Source: an optimization exercise on an open RTL-to-GDS flow (aim: small area). Production flows keep margins and buffers that such runs may drop.
Function was checked by simulation only, so behaviour that the tests miss may differ from the original.
In every run shown here, the design's own scripts or RTL, not TritonCTS, make the clock network.
No driver is modelled on the clock port, so clock power and skew are understated where the tree is cut down; a real chip needs a root buffer or a tree.
Power figures rest on the tool's default switching activity, not on a simulated workload.

`design.v`:
```
module contador_ms (
    input logic clk, rst, pulse_in,
    input logic read_time,
    output logic ready, done_tick,
    output logic [19:0] count,
    output logic [5:0] time_ms,
    output logic [5:0] last_time_ms
);
logic x, y;
logic [19:0] c;
logic [5:0] q, tm, lt;
wire dn = !x && !y;
wire start = x && !y && pulse_in;
wire inc = !x && y && pulse_in;
always_ff @(posedge clk, posedge rst) begin
    if (rst) begin
        x <= 1'b1; y <= 1'b0; c <= '0; tm <= '0; lt <= '0;
    end else begin
        y <= pulse_in;
        if (!y) x <= !(x && pulse_in);
        if (start) c <= '0;
        else if (inc) c <= c + 20'd1;
        if (dn) begin
            tm <= q;
            if (read_time) lt <= q;
        end
    end
end
assign ready = x;
assign done_tick = dn;
assign count = c;
assign time_ms = tm;
assign last_time_ms = lt;
localparam logic [11:0] TERM = 12'd1702;
localparam logic [11:0] MASK = 12'd3839;
logic [11:0] r;
wire rterm = (r & MASK) == (TERM & MASK);
wire reload = x || rterm;
always_ff @(posedge clk) begin
    if (reload) r <= '0;
    else r <= {~r[10:0], ~(r[0] ^ r[11])};
    if (x) q <= '0;
    else if (inc && (c[3:0] == 4'hf) && rterm) q <= q + 6'd1;
end
endmodule
```
`flow/run.sh`:
```
#!/bin/bash
# The standard ORFS layout (the standard.sh) with these changes:
# - synthesis maps the logic with an area-oriented ABC script (flow/abc_area.script);
#   everything else in synthesis is the standard script (see flow/my_synth.tcl);
# - after floorplan, muxes that share a select become a22o cells and 1x inverters
#   become inv_2 (flow/swap_mux.tcl);
# - port buffers are the smallest buffer, buf_1;
# - the clock tree is a flat tree of a few buffers fed by the clock port
#   (flow/pre_cts.tcl, flow/manual_cts.tcl).
# Each make step's log is in orfs/logs/; make's own output goes to flow_make.log.
set -euo pipefail
here=$(pwd)
export MY_FLOW_DIR=$here/flow
export MY_ABC_SCRIPT=$here/flow/abc_area.script
export POST_FLOORPLAN_TCL=$here/flow/post_floorplan.tcl
export BUFFER_PORTS_ARGS="-buffer_cell sky130_fd_sc_hd__buf_1"
export PRE_CTS_TCL=$here/flow/pre_cts.tcl
sed "s#SYNTH_SCRIPT=[^ ]*#SYNTH_SCRIPT=$here/flow/my_synth.tcl#" standard.sh > my_standard.sh
bash my_standard.sh finish > flow_make.log 2>&1
```
`flow/abc_area.script`:
```
strash
&get -n
&deepsyn -T 20
&put
&get -n
&dch -f
&nf -a -R 1000
&put
dnsize -c
```
`flow/manual_cts.tcl`:
```
# Clock tree of k buffers, each driving one group of clock sinks, all fed
# from the clock port. Groups come from a few rounds of k-means on the
# sink locations; each buffer starts at its group's centre.
proc manual_cts { master_name k } {
  set block [ord::get_db_block]
  set master [[ord::get_db] findMaster $master_name]
  set port_net [[$block findBTerm clk] getNet]
  $port_net setSigType CLOCK
  set sinks {}
  foreach it [$port_net getITerms] {
    set loc [[$it getInst] getLocation]
    lappend sinks [list $it [lindex $loc 0] [lindex $loc 1]]
  }
  set sinks [lsort -real -index 1 $sinks]
  set n [llength $sinks]
  # initial centres: spread along x
  set cx {}; set cy {}
  for {set g 0} {$g < $k} {incr g} {
    set s [lindex $sinks [expr {int(($g + 0.5) * $n / $k)}]]
    lappend cx [lindex $s 1]; lappend cy [lindex $s 2]
  }
  for {set iter 0} {$iter < 20} {incr iter} {
    set assign {}
    foreach s $sinks {
      set best 0; set bd 1e18
      for {set g 0} {$g < $k} {incr g} {
        set d [expr {abs([lindex $s 1] - [lindex $cx $g]) + abs([lindex $s 2] - [lindex $cy $g])}]
        if {$d < $bd} { set bd $d; set best $g }
      }
      lappend assign $best
    }
    set nx {}; set ny {}
    for {set g 0} {$g < $k} {incr g} {
      set sx 0; set sy 0; set m 0
      foreach s $sinks a $assign {
        if {$a == $g} { set sx [expr {$sx + [lindex $s 1]}]; set sy [expr {$sy + [lindex $s 2]}]; incr m }
      }
      if {$m > 0} { lappend nx [expr {$sx / $m}]; lappend ny [expr {$sy / $m}] } else { lappend nx [lindex $cx $g]; lappend ny [lindex $cy $g] }
    }
    set cx $nx; set cy $ny
  }
  for {set g 0} {$g < $k} {incr g} {
    set inst [odb::dbInst_create $block $master clkbuf_$g]
    set net [odb::dbNet_create $block clknet_$g]
    $net setSigType CLOCK
    set m 0
    foreach s $sinks a $assign {
      if {$a == $g} { set it [lindex $s 0]; $it disconnect; $it connect $net; incr m }
    }
    [$inst findITerm A] connect $port_net
    [$inst findITerm X] connect $net
    $inst setLocation [expr {int([lindex $cx $g])}] [expr {int([lindex $cy $g])}]
    $inst setPlacementStatus PLACED
    puts "manual_cts: clkbuf_$g ($master_name) drives $m sinks"
  }
}
```
`flow/my_synth.tcl`:
```
proc synth {args} { yosys synth -nofsm -noshare {*}$args }
# Map with our own ABC script (area oriented); everything else is the standard synthesis.
proc abc {args} {
  set i [lsearch -exact $args -script]
  if {$i >= 0} { lset args [expr {$i + 1}] $::env(MY_ABC_SCRIPT) }
  yosys abc {*}$args
}
source $::env(SCRIPTS_DIR)/synth.tcl
# left out here: clear keep_hierarchy, flatten, clean up, hide names made inside functions, write 1_2_yosys.v
```
`flow/post_floorplan.tcl`:
```
# Sourced by ORFS's floorplan.tcl (POST_FLOORPLAN_TCL), before tap cells and
# the power grid: mux2_1 groups sharing a select become a22o_1 + one inverter,
# and 1x inverters become inv_2 (same area, twice the drive).
source $::env(MY_FLOW_DIR)/swap_mux.tcl
swap_mux_to_a22o
inverters_to_inv2
```
`flow/pre_cts.tcl`:
```
# Sourced by ORFS's cts.tcl (PRE_CTS_TCL) just before clock_tree_synthesis.
# Replace clock tree synthesis with a flat tree: the clock port drives
# 3 sky130_fd_sc_hd__clkbuf_8 buffers, each driving one cluster of registers.
source $::env(MY_FLOW_DIR)/manual_cts.tcl
proc clock_tree_synthesis {args} { manual_cts sky130_fd_sc_hd__clkbuf_8 3 }
```
`flow/swap_mux.tcl`:
```
# Replace each group of mux2_1 cells that share a select net by a22o_1 cells
# plus one inverter for the group: X = S&A1 | ~S&A0. Same function, less area
# once two or more muxes share the select.
proc swap_mux_to_a22o {} {
  set block [ord::get_db_block]
  set db [ord::get_db]
  set a22o [$db findMaster sky130_fd_sc_hd__a22o_1]
  set invm [$db findMaster sky130_fd_sc_hd__inv_1]
  set groups [dict create]
  foreach inst [$block getInsts] {
    if {[[$inst getMaster] getName] eq "sky130_fd_sc_hd__mux2_1"} {
      dict lappend groups [[[$inst findITerm S] getNet] getName] $inst
    }
  }
  set k 0
  dict for {sname insts} $groups {
    if {[llength $insts] < 2} { continue }
    set snet [$block findNet $sname]
    set inv [odb::dbInst_create $block $invm "muxsel_inv_$k"]
    set snn [odb::dbNet_create $block "muxsel_n_$k"]
    [$inv findITerm A] connect $snet
    [$inv findITerm Y] connect $snn
    foreach m $insts {
      set a0 [[$m findITerm A0] getNet]
      set a1 [[$m findITerm A1] getNet]
      set x [[$m findITerm X] getNet]
      set name [$m getName]
      odb::dbInst_destroy $m
      set n [odb::dbInst_create $block $a22o $name]
      [$n findITerm A1] connect $snet
      [$n findITerm A2] connect $a1
      [$n findITerm B1] connect $snn
      [$n findITerm B2] connect $a0
      [$n findITerm X] connect $x
    }
    puts "swap_mux_to_a22o: [llength $insts] muxes on select $sname"
    incr k
  }
}

# inv_2 has the area of inv_1 and clkinv_1 but twice the drive: use it for
# every such inverter, so that repair_design need not buffer their loads.
proc inverters_to_inv2 {} {
  set block [ord::get_db_block]
  set inv2 [[ord::get_db] findMaster sky130_fd_sc_hd__inv_2]
  set n 0
  foreach inst [$block getInsts] {
    set m [[$inst getMaster] getName]
    if {$m eq "sky130_fd_sc_hd__inv_1" || $m eq "sky130_fd_sc_hd__clkinv_1"} {
      $inst swapMaster $inv2
      incr n
    }
  }
  puts "inverters_to_inv2: $n inverters"
}
```
`standard.sh`:
```
#!/bin/bash
# synth_recipe.tcl (not shown) runs the flow's synth.tcl, then flattens the netlist and writes it again
# the make line also repeats each setting of config.mk as NAME=value (left out here)
make -C /OpenROAD-flow-scripts/flow DESIGN_CONFIG=/design/flow/config.mk WORK_HOME=/design/flow/orfs CLKGATE_MAP_FILE= SYNTH_SCRIPT=/design/flow/synth_recipe.tcl "${@:-finish}"
```
`config.mk`:
```
export PLATFORM = sky130hd
export DESIGN_NAME = contador_ms
export DESIGN_NICKNAME = contador_ms
export VERILOG_FILES = /design/flow/design.v
export SDC_FILE = /design/flow/constraint.sdc
export NUM_CORES = 4
export LEC_CHECK = 0
export CAP_MARGIN = 20
export CORE_MARGIN = 2
export CORE_UTILIZATION = 40
export PLACE_DENSITY = 0.75
export SLEW_MARGIN = 20
```
`constraint.sdc`:
```
create_clock -name core_clock -period 25.0 [get_ports {clk}]
set_input_delay 5.0000 -clock core_clock [delete_from_list [all_inputs] [get_ports {clk}]]
set_output_delay 5.0000 -clock core_clock [all_outputs]
set_load 0.01 [all_outputs]
```
==> impl_metrics.env, run 1 <==
export IMPL_core_area_um2=4692
export IMPL_portBuffers=37
export IMPL_syn_area_um2=1937
export IMPL_fin_area_um2=2162
export IMPL_holdCritPathClass="flop to flop"
export IMPL_crit_type="primary input to flop"
export IMPL_wl_per_cell_um=13.25
export IMPL_die_x_um=73.59
export IMPL_final_nets=221
export IMPL_arrival_ns=7.89
export IMPL_post_route_min_period_ns=7.839
export IMPL_slew_headroom_pct=41.86
export IMPL_vias=1460
export IMPL_min_from="r[8]"
export IMPL_start_util_pct=41.28
export IMPL_placed_area_um2=2121
export IMPL_yosysTopAreaCell="dfrtp_1"
export IMPL_synth_cell_types=25
export IMPL_grt_pass1_vias=1236
export IMPL_critical_path_peak_fanout=17
export IMPL_p_leak_uw=0.0009591
export IMPL_layout_drive_gt1_share_pct=5.164
export IMPL_viasPerCell=5.468
export IMPL_wirelength_um=3539
export IMPL_grt_overflow=0
export IMPL_cts_setup_buffers=0
export IMPL_hold_path_depth=1
export IMPL_synth_seq_cells=52
export IMPL_syn_avg_cell_area_um2=11.33
export IMPL_worst_slack_ns=17.16
export IMPL_fmax_mhz=127.6
export IMPL_gp_congestion=0.7902
export IMPL_die_area_um2=5415
export IMPL_path_cells="buf_1 -> nand2_1 -> or2_0 -> nand3_1 -> nor3_1 -> and3_1 -> and4_1 -> and2_0 -> and3_1 -> and3_1 -> and3_1 -> nand4_1 -> nand3_1 -> o21ai_0"
export IMPL_crit_path_start_kind="primary input"
export IMPL_outcome="complete, no violations"
export IMPL_worstReg2RegStart="x"
export IMPL_ant_nets=0
export IMPL_fp_dieH_um=73.59
export IMPL_r2r_end="c[19]"
export IMPL_cp_common_cell="and3_1"
export IMPL_finalHoldViolations=0
export IMPL_drtPass1Iterations=5
export IMPL_powerDensity_nw_per_um2=61.58
export IMPL_syn_to_final_growth_pct=11.63
export IMPL_grt_pass1_wl_um=5823
export IMPL_worst_clock_skew_ns=0.004469
export IMPL_yosysWarnings=1
export IMPL_io_pins=38
export IMPL_synth_fp_nets=177
export IMPL_fin_setup_tns_ns=0
export IMPL_slowest_stage="or2_0"
export IMPL_rsz0062_at_grt="no"
export IMPL_hpwl_um=2535
export IMPL_clk_pin_slew_ns=0.10
export IMPL_place_ws_ns=16.97
export IMPL_cts_resized_gates=0
export IMPL_ys_seq_area_share_pct=62.60
export IMPL_synth_ff_type="dfrtp_1"
export IMPL_setup_worst_path_end_class="flop"
export IMPL_r2r_cells=13
export IMPL_critPathMaxStageDelay_ns=0.67
export IMPL_reg2reg_slack_ns=21.63
export IMPL_synth_top_area_share_pct=42.64
export IMPL_drv_cap=0
export IMPL_critPathRequiredTime_ns=25.05
export IMPL_syn_inst=171
export IMPL_diodes=0
export IMPL_rows=25
export IMPL_synthTopCellsByArea="dfrtp_1, dfxtp_1, mux2_1"
export IMPL_dpl_cell_count=264
export IMPL_post_route_period_util_pct=31.36
export IMPL_ir_drop_uv=33.34
export IMPL_setup_viol=0
export IMPL_totalPowerFinal_uw=133.1
export IMPL_drt_initial_drc_count=108
export IMPL_synth_edff_count=0
export IMPL_worst_pin_slew_ns=0.8722
export IMPL_drcViolationCount=0
export IMPL_grt_use_total_pct=12.85
export IMPL_antenna_found_initial=0
export IMPL_async_reset_ff_share_pct=65.38
export IMPL_slew_violations=0
export IMPL_hold_buffers=0
export IMPL_holdPathEnd="r[9]"
export IMPL_fin_cells=267
export IMPL_grt_max_degree=35
export IMPL_insertion_delay_ns=0.16
==> final cells by class <==
cell class,count,area (um^2)
Timing Repair Buffer,37,138.9
Tap cell,54,67.56
Inverter,7,26.28
Multi-Input combinational cell,114,675.6
Fill cell,454,2530
Sequential cell,52,1212
Buffer,3,41.29
==> synth_stat cells (4+ instances only) <==
library cell / instances
o21ai_0: 8
nor3_1: 7
a31oi_1: 7
dfrtp_1: 33
dfxtp_1: 18
nand4_1: 4
a22oi_1: 9
nand2_1: 5
and3_1: 9
a21oi_1: 10
nor2_1: 25
clkinv_1: 5
mux2_1: 12
nand3_1: 4
==> power by group <==
group / switching [uW] / internal [uW]
Combinational: 6.79 / 3.74
Sequential: 3.82 / 88.0
Clock: 19.6 / 11.1
Total: 30.2 / 103
==> critical path: cells and delay by family <==
kind	cells	cell delay, ns
compound gates	1	0.09
simple gates	12	2.70
buf+inv	1	0.10
==> logic make-up after synthesis <==
| logic type | Yosys count | share of synthesized area (%) |
|---|---|---|
| AND/OR/NAND/NOR | 62 | 16.02 |
| XOR/XNOR | 1 | 0.4523 |
| flip-flops | 52 | 62.60 |
| buffers and inverters | 5 | 0.9691 |
| multiplexers | 12 | 6.977 |
| AO/OA/AOI/OAI | 37 | 11.69 |
| adder cells (fa/ha/maj) | 2 | 1.292 |
==> flip-flops by register name, summed over array words and instances (netlist names) <==
| signal | cells |
|---|---|
| x | 1 |
| y | 1 |
| c | 20 |
| q | 6 |
| r | 12 |
| tm | 6 |
| lt | 6 |
==> how the worst max path moves through the flow <==
stage,start,end,slack (ns),cells after the start
after CTS,pulse_in,c[19],16.99,14
after detailed placement,pulse_in,c[19],16.97,14
after global placement,pulse_in,c[19],17.10,14
after global routing,pulse_in,c[19],16.87,14
after floorplan,pulse_in,c[19],17.48,13
final,pulse_in,c[19],17.16,14
==> layer usage <==
layer  track usage, %  share of wire [%]  wire length (um)  vias up
met5                0                  0                 0        -
met4            1.212                1.2                44        0
met3            1.235                3.8               134        3
met2            19.84                 45              1581       26
met1            20.30                 50              1778      701
li1                 -                  -                 -      730
==> cells in the final DEF (no fill, tap or decap), drive strengths merged, types with 2 or more instances in the layout <==
cell	n
clkbuf	3
and4	3
nand2	5
and3	9
nor3	7
a31oi	7
inv	7
a22o	13
nand4	4
o21ai	8
dfxtp	18
buf	37
nand3	4
dfrtp	33
a21oi	10
a22oi	9
nor2	25
ha	2
and2	2
==> through the flow <==
| stage | util (%) | hold slack, ns |
|---|---|---|
| 2_1_floorplan | - | 0.3682 |
| 3_3_place_gp | 45.20 | 0.3713 |
| 3_5_place_dp | 45.20 | 0.3774 |
| 4_1_cts | 46.08 | 0.3774 |
| 5_1_grt | 46.08 | 0.4097 |
| 6_report | 46.08 | 0.3891 |
==> run 2: changes to the inputs <==
--- a/design.v
+++ b/design.v
@@ -9,10 +9,15 @@
 logic x, y;
-logic [19:0] c;
-logic [5:0] q, tm, lt;
-wire dn = !x && !y;
-wire start = x && !y && pulse_in;
-wire inc = !x && y && pulse_in;
+logic [19:0] c;           
+logic [5:0] q;            
+logic [5:0] tm, lt;       
+wire dn    = !x && !y;                  
+wire start = x && !y && pulse_in;       
+wire inc   = !x && y && pulse_in;       
 always_ff @(posedge clk, posedge rst) begin
     if (rst) begin
-        x <= 1'b1; y <= 1'b0; c <= '0; tm <= '0; lt <= '0;
+        x <= 1'b1;
+        y <= 1'b0;
+        c <= '0;
+        tm <= '0;
+        lt <= '0;
     end else begin
@@ -37,5 +42,4 @@
 wire rterm = (r & MASK) == (TERM & MASK);
-wire reload = x || rterm;
 always_ff @(posedge clk) begin
-    if (reload) r <= '0;
+    if (x || rterm) r <= '0;
     else r <= {~r[10:0], ~(r[0] ^ r[11])};
==> run 2 against run 1 <==
Against the previous run:
- still clean on timing, DRC and antenna
- global-route usage unchanged
- worst setup slack is the same
- die area unchanged
- sequential share of layout area did not move
- via count unchanged
- utilization unchanged
- critical path depth is the same
- first-iteration DRC count stayed put
- register-to-register slack about the same
==> impl_metrics.env, run 2 <==
export IMPL_mostFrequentLayoutCells="buf_1, dfrtp_1, nor2_1"
export IMPL_grt_max_degree=35
export IMPL_fmax_mhz=127.6
export IMPL_critPathRequiredTime_ns=25.05
export IMPL_layout_commonest_cell="buf_1"
export IMPL_die_area_um2=5415
export IMPL_drcViolationCount=0
export IMPL_syn_avg_cell_area_um2=11.33
export IMPL_fin_setup_tns_ns=0
export IMPL_synth_edff_count=0
export IMPL_synth_fp_nets=177
export IMPL_synth_ff_type="dfrtp_1"
export IMPL_crit_type="primary input to flop"
export IMPL_yosysWarnings=1
export IMPL_synthMuxAreaShare_pct=6.977
export IMPL_viasPerCell=5.468
export IMPL_io_pins=38
export IMPL_fp_dieH_um=73.59
export IMPL_grt_overflow=0
export IMPL_grt_pass1_wl_um=5823
export IMPL_arrival_ns=7.89
export IMPL_drt_initial_drc_count=108
export IMPL_slew_violations=0
export IMPL_syn_to_final_growth_pct=11.63
export IMPL_syn_area_um2=1937
export IMPL_synth_top_family_by_area="simple AND/OR/NAND/NOR gates"
export IMPL_ys_top_cells_by_count="dfrtp_1, nor2_1, dfxtp_1"
export IMPL_p_leak_uw=0.0009591
export IMPL_synthSimpleGateAreaFrac_pct=16.02
export IMPL_yosysTopAreaCell="dfrtp_1"
export IMPL_vias=1460
export IMPL_largest_register_ffs=20
export IMPL_powerDensity_nw_per_um2=61.58
export IMPL_finalHoldViolations=0
export IMPL_ir_drop_uv=33.34
export IMPL_fin_area_um2=2162
export IMPL_wl_per_cell_um=13.25
export IMPL_final_util_pct=46.08
export IMPL_syn_inst=171
export IMPL_crit_path_start_kind="primary input"
export IMPL_async_reset_ff_share_pct=65.38
export IMPL_holdCritPathClass="flop to flop"
export IMPL_fin_cells=267
export IMPL_synth_fa_ha_area_share_pct=1.292
export IMPL_antenna_found_initial=0
export IMPL_worst_pin_slew_ns=0.8722
export IMPL_synthTopCellsByArea="dfrtp_1, dfxtp_1, mux2_1"
export IMPL_drtPass1Iterations=5
export IMPL_top_register="c"
export IMPL_ys_seq_area_share_pct=62.60
export IMPL_hold_buffers=0
export IMPL_insertion_delay_ns=0.16
export IMPL_gp_congestion=0.7902
export IMPL_outcome="complete, no violations"
export IMPL_drv_cap=0
export IMPL_ant_nets=0
export IMPL_dpl_cell_count=264
export IMPL_cts_resized_gates=0
export IMPL_layout_drive_gt1_share_pct=5.164
export IMPL_rsz0062_at_grt="no"
export IMPL_grt_pass1_vias=1236
export IMPL_synthXorXnorAreaFrac_pct=0.4522
export IMPL_cts_setup_buffers=0
export IMPL_rows=25
export IMPL_core_area_um2=4692
export IMPL_setup_viol=0
export IMPL_synth_most_common_cell="dfrtp_1"
export IMPL_critical_path_peak_fanout=17
export IMPL_synth_compound_area_share_pct=11.69
export IMPL_start_util_pct=41.28
export IMPL_synth_top_area_share_pct=42.64
export IMPL_die_x_um=73.59
export IMPL_reg_top3="c x20, r x12"
export IMPL_synth_cell_types=25
export IMPL_slew_headroom_pct=41.86
export IMPL_synth_seq_cells=52
export IMPL_wirelength_um=3539
export IMPL_worst_clock_skew_ns=0.004469
export IMPL_portBuffers=37
export IMPL_grt_use_total_pct=12.85
export IMPL_post_route_period_util_pct=31.36
export IMPL_diodes=0
export IMPL_clk_pin_slew_ns=0.10
export IMPL_final_nets=221
export IMPL_setup_worst_path_end_class="flop"
export IMPL_placed_area_um2=2121
export IMPL_hpwl_um=2535
export IMPL_post_route_min_period_ns=7.839
==> run 2: stage by stage <==
step	setup WS (ns)	power, uW	hold WS [ns]
6_report	17.16	133.1	0.3891
5_1_grt	16.87	139.1	0.4097
4_1_cts	16.99	128.0	0.3774
2_1_floorplan	17.48	99.94	0.3682
3_3_place_gp	17.10	103.8	0.3713
3_5_place_dp	16.97	104.3	0.3774
==> run 2: worst paths after layout <==
path	startpoint	to	slack [ns]	cells after the start
max	pulse_in	c[19]	17.16	14
min	r[8]	r[9]	0.39	1
max reg2reg	x	c[19]	21.63	13
min reg2reg	r[8]	r[9]	0.39	1
max in group asynchronous	rst	c[6]	19.63	2
min in group asynchronous	rst	c[18]	4.92	2
==> run 2: critical path, cell delays in order <==
cell	delay, ns
buf_1	0.10
nand2_1	0.08
or2_0	0.67
nand3_1	0.18
nor3_1	0.28
and3_1	0.26
and4_1	0.21
and2_0	0.17
and3_1	0.21
and3_1	0.20
and3_1	0.22
nand4_1	0.12
nand3_1	0.10
o21ai_0	0.09
==> run 2: per-layer routing <==
layer / track usage, % / vias to the layer above / wire length [um]
li1: - / 730 / -
met3: 1.235 / 3 / 134
met2: 19.84 / 26 / 1581
met5: 0 / - / 0
met4: 1.212 / 0 / 44
met1: 20.30 / 701 / 1778
==> run 2: cell type report <==
type | count | area [um^2]
timing repair buffer | 37 | 138.9
fill | 454 | 2530
sequential | 52 | 1212
tap | 54 | 67.56
multi-input combinational | 114 | 675.6
inverter | 7 | 26.28
buffer | 3 | 41.29
==> run 2: logic make-up after synthesis <==
group                      after synthesis
muxes                                   12
AOI/OAI and AO/OA                       37
buffers and inverters                    5
xor gates and xnor gates                 1
adders and majority gates                2
and+or+nand+nor                         62
DFF                                     52
==> run 2: power by group <==
group          switching [uW]  internal [uW]
registers                3.82           88.0
clock network            19.6           11.1
logic                    6.79           3.74
total                    30.2            103
==> run 3: changes to the inputs <==
--- a/flow/run.sh
+++ b/flow/run.sh
@@ -2,4 +2,5 @@
 # The standard ORFS layout (the standard.sh) with these changes:
-# - synthesis maps the logic with an area-oriented ABC script (flow/abc_area.script);
-#   everything else in synthesis is the standard script (see flow/my_synth.tcl);
+# - synthesis maps the logic with an area-oriented ABC script (flow/abc_area.script),
+#   run with several random seeds, keeping the smallest result; everything else
+#   in synthesis is the standard script (see flow/my_synth.tcl);
 # - after floorplan, muxes that share a select become a22o cells and 1x inverters
@@ -14,2 +15,3 @@
 export MY_ABC_SCRIPT=$here/flow/abc_area.script
+export MY_ABC_SEEDS="1 2 3 4 5 6 7"
 export POST_FLOORPLAN_TCL=$here/flow/post_floorplan.tcl
==> flow/abc_area.script (replaced) <==
strash
&get -n
&deepsyn -T 40 -S SEED
&put
&get -n
&dch -f
&nf -a -R 1000
&put
mfs3 -aeM 1000
topo
dnsize -c
==> flow/my_synth.tcl (replaced) <==
proc synth {args} { yosys synth -nofsm -noshare {*}$args }
# Map the logic with our own area-oriented ABC script instead of the standard
# one, several times with different random seeds (the script's SEED), and
# keep the smallest result. Everything else is the standard synthesis.
proc abc {args} {
  global lib_args
  set i [lsearch -exact $args -script]
  set template [read [open $::env(MY_ABC_SCRIPT)]]
  yosys design -save my_pre_abc
  set best ""
  foreach seed $::env(MY_ABC_SEEDS) {
    yosys design -load my_pre_abc
    set script $::env(OBJECTS_DIR)/my_abc_seed$seed.script
    set f [open $script w]
    puts -nonewline $f [string map [list SEED $seed] $template]
    close $f
    lset args [expr {$i + 1}] $script
    yosys abc {*}$args
    set s [yosys tee -q -s result.string stat {*}$lib_args]
    regexp {Chip area for module[^:]*:\s*([0-9.]+)} $s -> area
    puts "my abc: seed $seed area $area"
    if {$best eq "" || $area < $best} {
      set best $area
      yosys design -save my_best_abc
    }
  }
  yosys design -load my_best_abc
  puts "my abc: kept area $best"
}
source $::env(SCRIPTS_DIR)/synth.tcl
# left out here: clear keep_hierarchy, flatten, clean up, hide names made inside functions, write 1_2_yosys.v
==> run 3 against run 2 <==
Against the previous run:
- via count did not move
- cell count fell by 0.37%
- register-to-register slack got worse by 0.23 ns
- clock skew increased by 0.0067 ns
- die area fell by 0.61%
- fmax grew 0.37%
- largest power group unchanged
- sequential power is essentially flat
- worst hold slack improved by 0.0081 ns
- critical endpoint unchanged
- synthesized area is 0.65% lower
==> impl_metrics.env, run 3 <==
export IMPL_path_buf_inv=2
export IMPL_gp_congestion=0.7280
export IMPL_drtPass1Iterations=4
export IMPL_slew_headroom_pct=53.96
export IMPL_post_route_min_period_ns=7.810
export IMPL_async_reset_ff_share_pct=65.38
export IMPL_synthTopCellsByArea="dfrtp_1, dfxtp_1, mux2_1"
export IMPL_fin_cells=266
export IMPL_portBuffers=37
export IMPL_rows=25
export IMPL_slew_violations=0
export IMPL_cts_setup_buffers=0
export IMPL_regArea_um2=1212
export IMPL_syn_inst=170
export IMPL_vias=1460
export IMPL_r2r_cells=13
export IMPL_cts_resized_gates=0
export IMPL_grt_max_degree=35
export IMPL_syn_avg_cell_area_um2=11.32
export IMPL_holdCritPathClass="flop to flop"
export IMPL_top_register="c"
export IMPL_multi_input_area_um2=663.1
export IMPL_setup_viol=0
export IMPL_largest_register_ffs=20
export IMPL_reg_top3="c x20, r x12"
export IMPL_arrival_ns=7.86
export IMPL_insertion_delay_ns=0.16
export IMPL_power_frac_seq_pct=68.8
export IMPL_fmax_mhz=128.0
export IMPL_synth_cell_types=24
export IMPL_wirelength_um=3549
export IMPL_grt_use_total_pct=12.87
export IMPL_p_sw_share_pct=23.09
export IMPL_clk_pin_slew_ns=0.10
export IMPL_fp_dieH_um=73.36
export IMPL_holdPathEnd="r[9]"
export IMPL_internal_power_uw=103.0
export IMPL_synth_top_family_by_area="simple AND/OR/NAND/NOR gates"
export IMPL_synth_edff_count=0
export IMPL_powerDensity_nw_per_um2=62.28
export IMPL_start_util_pct=41.01
export IMPL_drt_initial_drc_count=57
export IMPL_critPathMaxStageDelay_ns=0.41
export IMPL_ys_top_cells_by_count="dfrtp_1, nor2_1, dfxtp_1"
export IMPL_crit_path_start_kind="primary input"
export IMPL_r2r_end="c[19]"
export IMPL_synth_most_common_cell="dfrtp_1"
export IMPL_ant_nets=0
export IMPL_post_route_period_util_pct=31.24
export IMPL_drcViolationCount=0
export IMPL_grt_pass1_vias=1259
export IMPL_grt_pass1_wl_um=5740
export IMPL_drv_cap=0
export IMPL_syn_area_um2=1924
export IMPL_worst_clock_skew_ns=0.01114
export IMPL_yosysWarnings=1
export IMPL_synthSimpleGateAreaFrac_pct=16.38
export IMPL_synth_seq_cells=52
export IMPL_mostFrequentLayoutCells="buf_1, dfrtp_1, nor2_1"
export IMPL_layout_drive_gt1_share_pct=5.189
export IMPL_hold_buffers=0
export IMPL_grt_overflow=0
export IMPL_outcome="complete, no violations"
export IMPL_slowest_stage="nand3b_1"
export IMPL_layout_commonest_cell="buf_1"
export IMPL_power_switching_uw=30.92
export IMPL_antenna_found_initial=0
export IMPL_p_leak_uw=0.0009761
export IMPL_syn_to_final_growth_pct=11.70
export IMPL_critPathRequiredTime_ns=25.05
export IMPL_hold_path_depth=1
export IMPL_reg2reg_slack_ns=21.40
export IMPL_combPwrFrac_pct=7.7
export IMPL_final_nets=220
export IMPL_cpLargestDelayFamily="simple AND/OR/NAND/NOR gates"
export IMPL_rsz0062_at_grt="no"
export IMPL_synth_ff_type="dfrtp_1"
export IMPL_clockPowerShare_pct=23.5
export IMPL_ys_seq_area_share_pct=63.00
export IMPL_fill_cells=465
export IMPL_worstReg2RegStart="x"
export IMPL_worst_pin_slew_ns=0.6897
export IMPL_dpl_cell_count=263
export IMPL_synth_fa_ha_area_share_pct=1.300
export IMPL_min_from="r[8]"
export IMPL_viasPerCell=5.489
export IMPL_die_x_um=73.36
export IMPL_crit_type="primary input to flop"
export IMPL_synthMuxAreaShare_pct=7.022
export IMPL_synthXorXnorAreaFrac_pct=0.4551
export IMPL_setup_worst_path_end_class="flop"
export IMPL_ir_drop_uv=36.44
export IMPL_fin_setup_tns_ns=0
export IMPL_critical_path_peak_fanout=14
export IMPL_synth_fp_nets=176
export IMPL_die_area_um2=5382
export IMPL_synth_compound_area_share_pct=10.86
export IMPL_synth_top_area_share_pct=42.91
export IMPL_wl_per_cell_um=13.34
export IMPL_yosysTopAreaCell="dfrtp_1"
export IMPL_diodes=0
export IMPL_path_cells="buf_1 -> nand3b_1 -> inv_2 -> o21ai_0 -> nor3_1 -> and3_1 -> and3_1 -> and3_1 -> and3_1 -> and3_1 -> and3_1 -> nand4_1 -> nand3_1 -> o21ai_0"
export IMPL_finalHoldViolations=0
export IMPL_hold_slack_ns=0.3972
export IMPL_io_pins=38
export IMPL_cp_common_cell="and3_1"
export IMPL_core_area_um2=4692
export IMPL_hpwl_um=2585
run 3: cell types whose count changed after synthesis, moves of 2 or more:
cell	change
and3_1	+4
a31oi_1	-2
a21oi_1	+3
nor3_1	+5
nor2_1	-3
a22oi_1	-2
run 3: worst register-to-register path: stages, from the launching register on:
cell	delay, ns
dfstp_2	0.70
nand3b_1	0.45
inv_2	0.30
o21ai_0	0.16
nor3_1	0.30
and3_1	0.23
and3_1	0.20
and3_1	0.20
and3_1	0.20
and3_1	0.21
and3_1	0.23
nand4_1	0.13
nand3_1	0.10
o21ai_0	0.09
run 3: routing by layer:
layer,vias to the layer above,track usage [%],wire [um]
met2,41,21.92,1558
met1,699,18.78,1808
met5,-,0,0
met3,2,1.372,168
met4,0,0.6061,14
li1,718,-,-
run 3: worst max-delay path by stage:
stage | cells after the start | end | start
2_1_floorplan | 13 | c[19] | pulse_in
3_3_place_gp | 14 | c[19] | pulse_in
3_5_place_dp | 14 | c[19] | pulse_in
4_1_cts | 14 | c[19] | pulse_in
5_1_grt | 14 | c[19] | pulse_in
6_report | 14 | c[19] | pulse_in
run 3: kinds of logic after synthesis:
family                   after synthesis
AO/OA/AOI/OAI                         35
multiplexers                          12
buffers and inverters                  5
adder cells (fa/ha/maj)                2
XOR/XNOR                               1
flip-flops                            52
AND/OR/NAND/NOR                       63
run 3: area by class of cell:
type,instances,area share [%]
Sequential cell,52,56.40
Multi-Input combinational cell,113,30.85
Timing Repair Buffer,37,6.461
Tap cell,54,3.143
Buffer,3,1.921
Inverter,7,1.222
run 3: stage by stage:
stage / total power (uW) / setup WS (ns) / utilization, % / area, um^2
after floorplan: 100.0 / 17.54 / - / 1924
after global placement: 104.1 / 17.12 / 44.93 / 2108
after detailed placement: 104.5 / 17.01 / 44.93 / 2108
after CTS: 128.1 / 17.01 / 45.81 / 2150
after global routing: 139.1 / 16.87 / 45.81 / 2150
final: 133.9 / 17.19 / 45.81 / 2150
run 3: power groups by stage:
stage / registers [uW] / logic [uW] / clock network (uW)
6_report: 92.1 / 10.3 / 31.5
5_1_grt: 92.9 / 11.8 / 34.5
4_1_cts: 93.9 / 10.6 / 23.6
3_5_place_dp: 93.9 / 10.6 / 0
3_3_place_gp: 93.9 / 10.3 / 0
2_1_floorplan: 93.5 / 6.56 / 0

[static timing again, ports no longer ideal]
In the flow no input, the clock included, has a driving cell. The finished layouts below were timed again as built, in two steps.
Step 1 assumes that a clkbuf_16 drives the clock port and a buf_2 every other input.
Step 2 also shifts input and output timing later by t, the mid clock arrival at the registers, as if the neighbouring blocks saw the same clock.
Slacks: ideal ports / drivers / drivers and shift; pairs: ideal ports / drivers.
run	shift t [ns]	setup WS [ns]	worst slew at a driven data input, ns
run 1	0.201	17.161 / 17.189 / 16.988	0.03
run 2	0.201	17.161 / 17.189 / 16.988	0.03
run 3	0.198	17.190 / 17.206 / 17.008	0.03
After both steps setup and hold are still met in every run listed. The setup slack of run 3, which loses most, moves by +0.016 ns with the drivers and by -0.182 ns with both steps.
